Background: an optimization exercise with open tools, aiming at small area and a short achievable clock period. Do not read the settings as production practice.
The RTL was checked by simulation tests, not by an equivalence proof against the original design.
No activity file was given, so power comes from the tool's default toggle rates.

job 3509:
Design CPU, start of the top module:
module CPU(clk, Reset, imem_addr, imem_data, dmem_addr, dmem_wdata, dmem_we, dmem_re,
           dmem_rdata, wb_we, wb_dest, wb_data);
==> flow/config.mk <==
export PLATFORM = sky130hd
export DESIGN_NAME = CPU
export DESIGN_NICKNAME = CPU
export VERILOG_FILES = /design/flow/design.v
export SDC_FILE = /design/flow/constraint.sdc
export NUM_CORES = 8
export LEC_CHECK = 0
export CAP_MARGIN = 20
export CORE_MARGIN = 2
export CORE_UTILIZATION = 40
export SLEW_MARGIN = 20
==> flow/constraint.sdc <==
create_clock -name core_clock -period 11.0 [get_ports {clk}]
set_input_delay 2.2000 -clock core_clock [delete_from_list [all_inputs] [get_ports {clk}]]
set_output_delay 2.2000 -clock core_clock [all_outputs]
set_load 0.01 [all_outputs]
standard.sh (not shown) runs the stock make flow with config.mk's settings and CLKGATE_MAP_FILE= SYNTH_SCRIPT=/design/flow/synth_recipe.tcl, a recipe that flattens the netlist after the stock synthesis.
==> flow/flow/run.sh <==
#!/bin/bash
# Standard ORFS layout with stronger timing repair: repair_timing aims for
# extra setup slack and may swap cells across footprints; ports get buf_2
# buffers instead of the default delay-cell buffers; clock tree leaves drive
# sink clusters of up to 25 and no dummy loads are added; design repair aims
# closer to the slew and capacitance limits.
set -uo pipefail
bash standard.sh \
  SETUP_SLACK_MARGIN=7.35 \
  MATCH_CELL_FOOTPRINT=0 \
  "BUFFER_PORTS_ARGS=-buffer_cell sky130_fd_sc_hd__buf_2" \
  CAP_MARGIN=10 \
  SLEW_MARGIN=10 \
  "CTS_ARGS=-sink_clustering_enable -repair_clock_nets -dont_use_dummy_load -sink_clustering_size 25 -sink_clustering_max_diameter 80" \
  finish > standard.log 2>&1
diff inputs: job 3509 => job 6967
diff --git a/flow/flow/run.sh b/flow/flow/run.sh
--- a/flow/flow/run.sh
+++ b/flow/flow/run.sh
@@ -7,5 +7,5 @@
 set -uo pipefail
 bash standard.sh \
-  SETUP_SLACK_MARGIN=7.35 \
+  SETUP_SLACK_MARGIN=7.4 \
   MATCH_CELL_FOOTPRINT=0 \
   "BUFFER_PORTS_ARGS=-buffer_cell sky130_fd_sc_hd__buf_2" \
Results
Core utilization: job 6967 higher than job 3509
Looking at area used by multi-input combinational logic, job 6967 sits 510 um^2 higher than job 3509 does.
met2 wire length went down by a few percent going from job 3509 to job 6967.
Job 3509 and job 6967 ended up with roughly the same power density relative to cell area.
What job 6967 reported for post-CTS resize count has to be multiplied by 0.77 to get the figure for job 3509.
In the reports for job 6967 and job 3509, the larger worst hold slack belongs to job 6967.
In terms of filler-free cell count of the finished design, job 3509 and job 6967 differ only marginally.
Changes in job 495 relative to job 6967:
==> flow/flow/run.sh <==
#!/bin/bash
# Standard ORFS layout with stronger timing repair: repair_timing aims for
# extra setup slack and may swap cells across footprints; ports get buf_2
# buffers instead of the default delay-cell buffers; clock tree leaves drive
# sink clusters of up to 20 and no dummy loads are added.
set -uo pipefail
bash standard.sh \
  SETUP_SLACK_MARGIN=7.4 \
  MATCH_CELL_FOOTPRINT=0 \
  "BUFFER_PORTS_ARGS=-buffer_cell sky130_fd_sc_hd__buf_2" \
  "CTS_ARGS=-sink_clustering_enable -repair_clock_nets -dont_use_dummy_load -sink_clustering_size 20 -sink_clustering_max_diameter 60" \
  finish > standard.log 2>&1
### Flow results
Diff job 495 and job 6967: depth of the worst register-to-register path higher in job 6967. Layout overhead on the synthesized area ends up lower on job 6967. On combinational fraction of design power: between job 495 and job 6967, it ends up lower for job 495. Job 495 -> job 6967: number of nets in the synthesized netlist delta 0, exact match. Job 495 against job 6967: number of global-route vias before repair has increased; worst setup slack after layout now sits lower; met1 usage in global routing -0.21 points. Final critical path time including I/O delays and setup delta for job 495 relative to job 6967: 0.048 ns higher. All of job 495 and job 6967 finish clean. Diff job 6967 -> job 495 | number of H-tree branching levels | increase of 1. Overall power after layout in job 495 is 3.6% above job 6967.
## Diff of input files: job 9796 against job 495
diff --git a/flow/flow/run.sh b/flow/flow/run.sh
--- a/flow/flow/run.sh
+++ b/flow/flow/run.sh
@@ -6,5 +6,5 @@
 set -uo pipefail
 bash standard.sh \
-  SETUP_SLACK_MARGIN=7.4 \
+  SETUP_SLACK_MARGIN=7.6 \
   MATCH_CELL_FOOTPRINT=0 \
   "BUFFER_PORTS_ARGS=-buffer_cell sky130_fd_sc_hd__buf_2" \
[summary]
Between job 495 and job 9796, the flow reports non-clock buffer count increasing by more than a quarter.
Going from job 495 to job 9796, via count has increased; clock period minus worst slack has increased; combinational gate power has increased.
Lower placement-stage worst setup slack among job 495 and job 9796: job 9796
Worst setup slack on job 9796 is behind job 495.
Of job 495 and job 9796, job 495 shows the lower final area, with job 9796 above it.
Comparing job 495 and job 9796, the higher power was measured on job 9796.
Relative to job 495, job 9796 degrades detailed-route wire length.
Looking at number of DRC markers in iteration 0 across both flows, job 9796 is the weaker of the two, with job 495 ahead.
## Diff of input files: job 1953 against job 9796
==> flow/flow/run.sh <==
#!/bin/bash
# Standard ORFS layout with stronger timing repair: repair_timing aims for
# extra setup slack and may swap cells across footprints; ports get buf_1
# buffers instead of the default delay-cell buffers; clock tree leaves drive
# sink clusters of up to 27 and no dummy loads are added; design repair aims
# closer to the slew and capacitance limits.
set -uo pipefail
bash standard.sh \
  SETUP_SLACK_MARGIN=7.4 \
  MATCH_CELL_FOOTPRINT=0 \
  "BUFFER_PORTS_ARGS=-buffer_cell sky130_fd_sc_hd__buf_1" \
  CAP_MARGIN=10 \
  SLEW_MARGIN=10 \
  "CTS_ARGS=-sink_clustering_enable -repair_clock_nets -dont_use_dummy_load -sink_clustering_size 27 -sink_clustering_max_diameter 80" \
  finish > standard.log 2>&1
Results
Job 9796 → job 1953: internal power component has decreased; number of buffers added for setup after CTS decreased about 60%; combined area of the multi-input logic cells went down; half-perimeter wire length after placement decreased 15000 um; count of non-CTS inverters in the layout fell 2. Comparing job 1953 and job 9796, the lower utilization after layout is on job 1953. Against job 9796, final worst slack in job 1953 came out better. Job 1953 ran to completion and came out clean on the timing, design-rule and antenna checks. Compared with job 9796, cell area in job 1953 decreased by a few percent.
Setup changes, job 1953 to job 1836
==> flow/flow/run.sh <==
#!/bin/bash
# Standard ORFS layout with stronger timing repair: repair_timing aims for
# extra setup slack and may swap cells across footprints; ports get buf_2
# buffers instead of the default delay-cell buffers; clock tree leaves drive
# sink clusters of up to 25 and no dummy loads are added; design repair aims
# closer to the slew and capacitance limits.
set -uo pipefail
bash standard.sh \
  SETUP_SLACK_MARGIN=7.45 \
  MATCH_CELL_FOOTPRINT=0 \
  "BUFFER_PORTS_ARGS=-buffer_cell sky130_fd_sc_hd__buf_2" \
  CAP_MARGIN=10 \
  SLEW_MARGIN=10 \
  "CTS_ARGS=-sink_clustering_enable -repair_clock_nets -dont_use_dummy_load -sink_clustering_size 25 -sink_clustering_max_diameter 80" \
  finish > standard.log 2>&1
[compare] base=job 1953 new=job 1836: global-route usage went up, power density over cell area went down. Final standard cell count with taps included and fillers excluded for job 1836: 89 up relative to job 1953. Job 1953 → job 1836: area of the placeable core neither gained nor lost much, sequential power neither gained nor lost much, HPWL reported at the end of detailed placement lost about 2.7%.

re-timing with driven ports:
The results above use ideal ports. As a check the final layouts listed here were re-extracted and re-timed, cells and wires unchanged.
Step 1: set_driving_cell puts a clkbuf_16 on clk and a buf_2 on each other input, an assumption about the parent block.
Step 2 moves the port delays by t, midway between the first and last clock arrival at a register: inputs arrive t later, outputs are due t later. That takes back most of the time a late clock gives input paths.
a / b / c = ideal ports / drivers / drivers and shift; a / b = the first two.
run | t, ns | setup WS [ns] | worst register clock-pin slew, ns | worst slew at a driven data input, ns | cell pins on the clock port's net
job 3509 | 0.851 | 7.183 / 7.183 / 6.638 | 0.10 / 0.10 | 0.09 | 1
job 6967 | 0.858 | 7.246 / 7.246 / 6.769 | 0.10 / 0.10 | 0.10 | 1
job 495 | 0.890 | 7.198 / 7.198 / 6.763 | 0.09 / 0.09 | 0.10 | 1
job 9796 | 0.905 | 7.193 / 7.133 / 6.922 | 0.08 / 0.08 | 0.09 | 1
job 1953 | 0.849 | 7.210 / 7.210 / 6.778 | 0.11 / 0.11 | 0.11 | 1
job 1836 | 0.873 | 7.180 / 7.180 / 6.687 | 0.10 / 0.10 | 0.09 | 1
After both steps every run listed still meets setup and hold. The setup slack of job 3509, which loses most, moves by 0.000 ns with the drivers and by -0.545 ns with both steps.
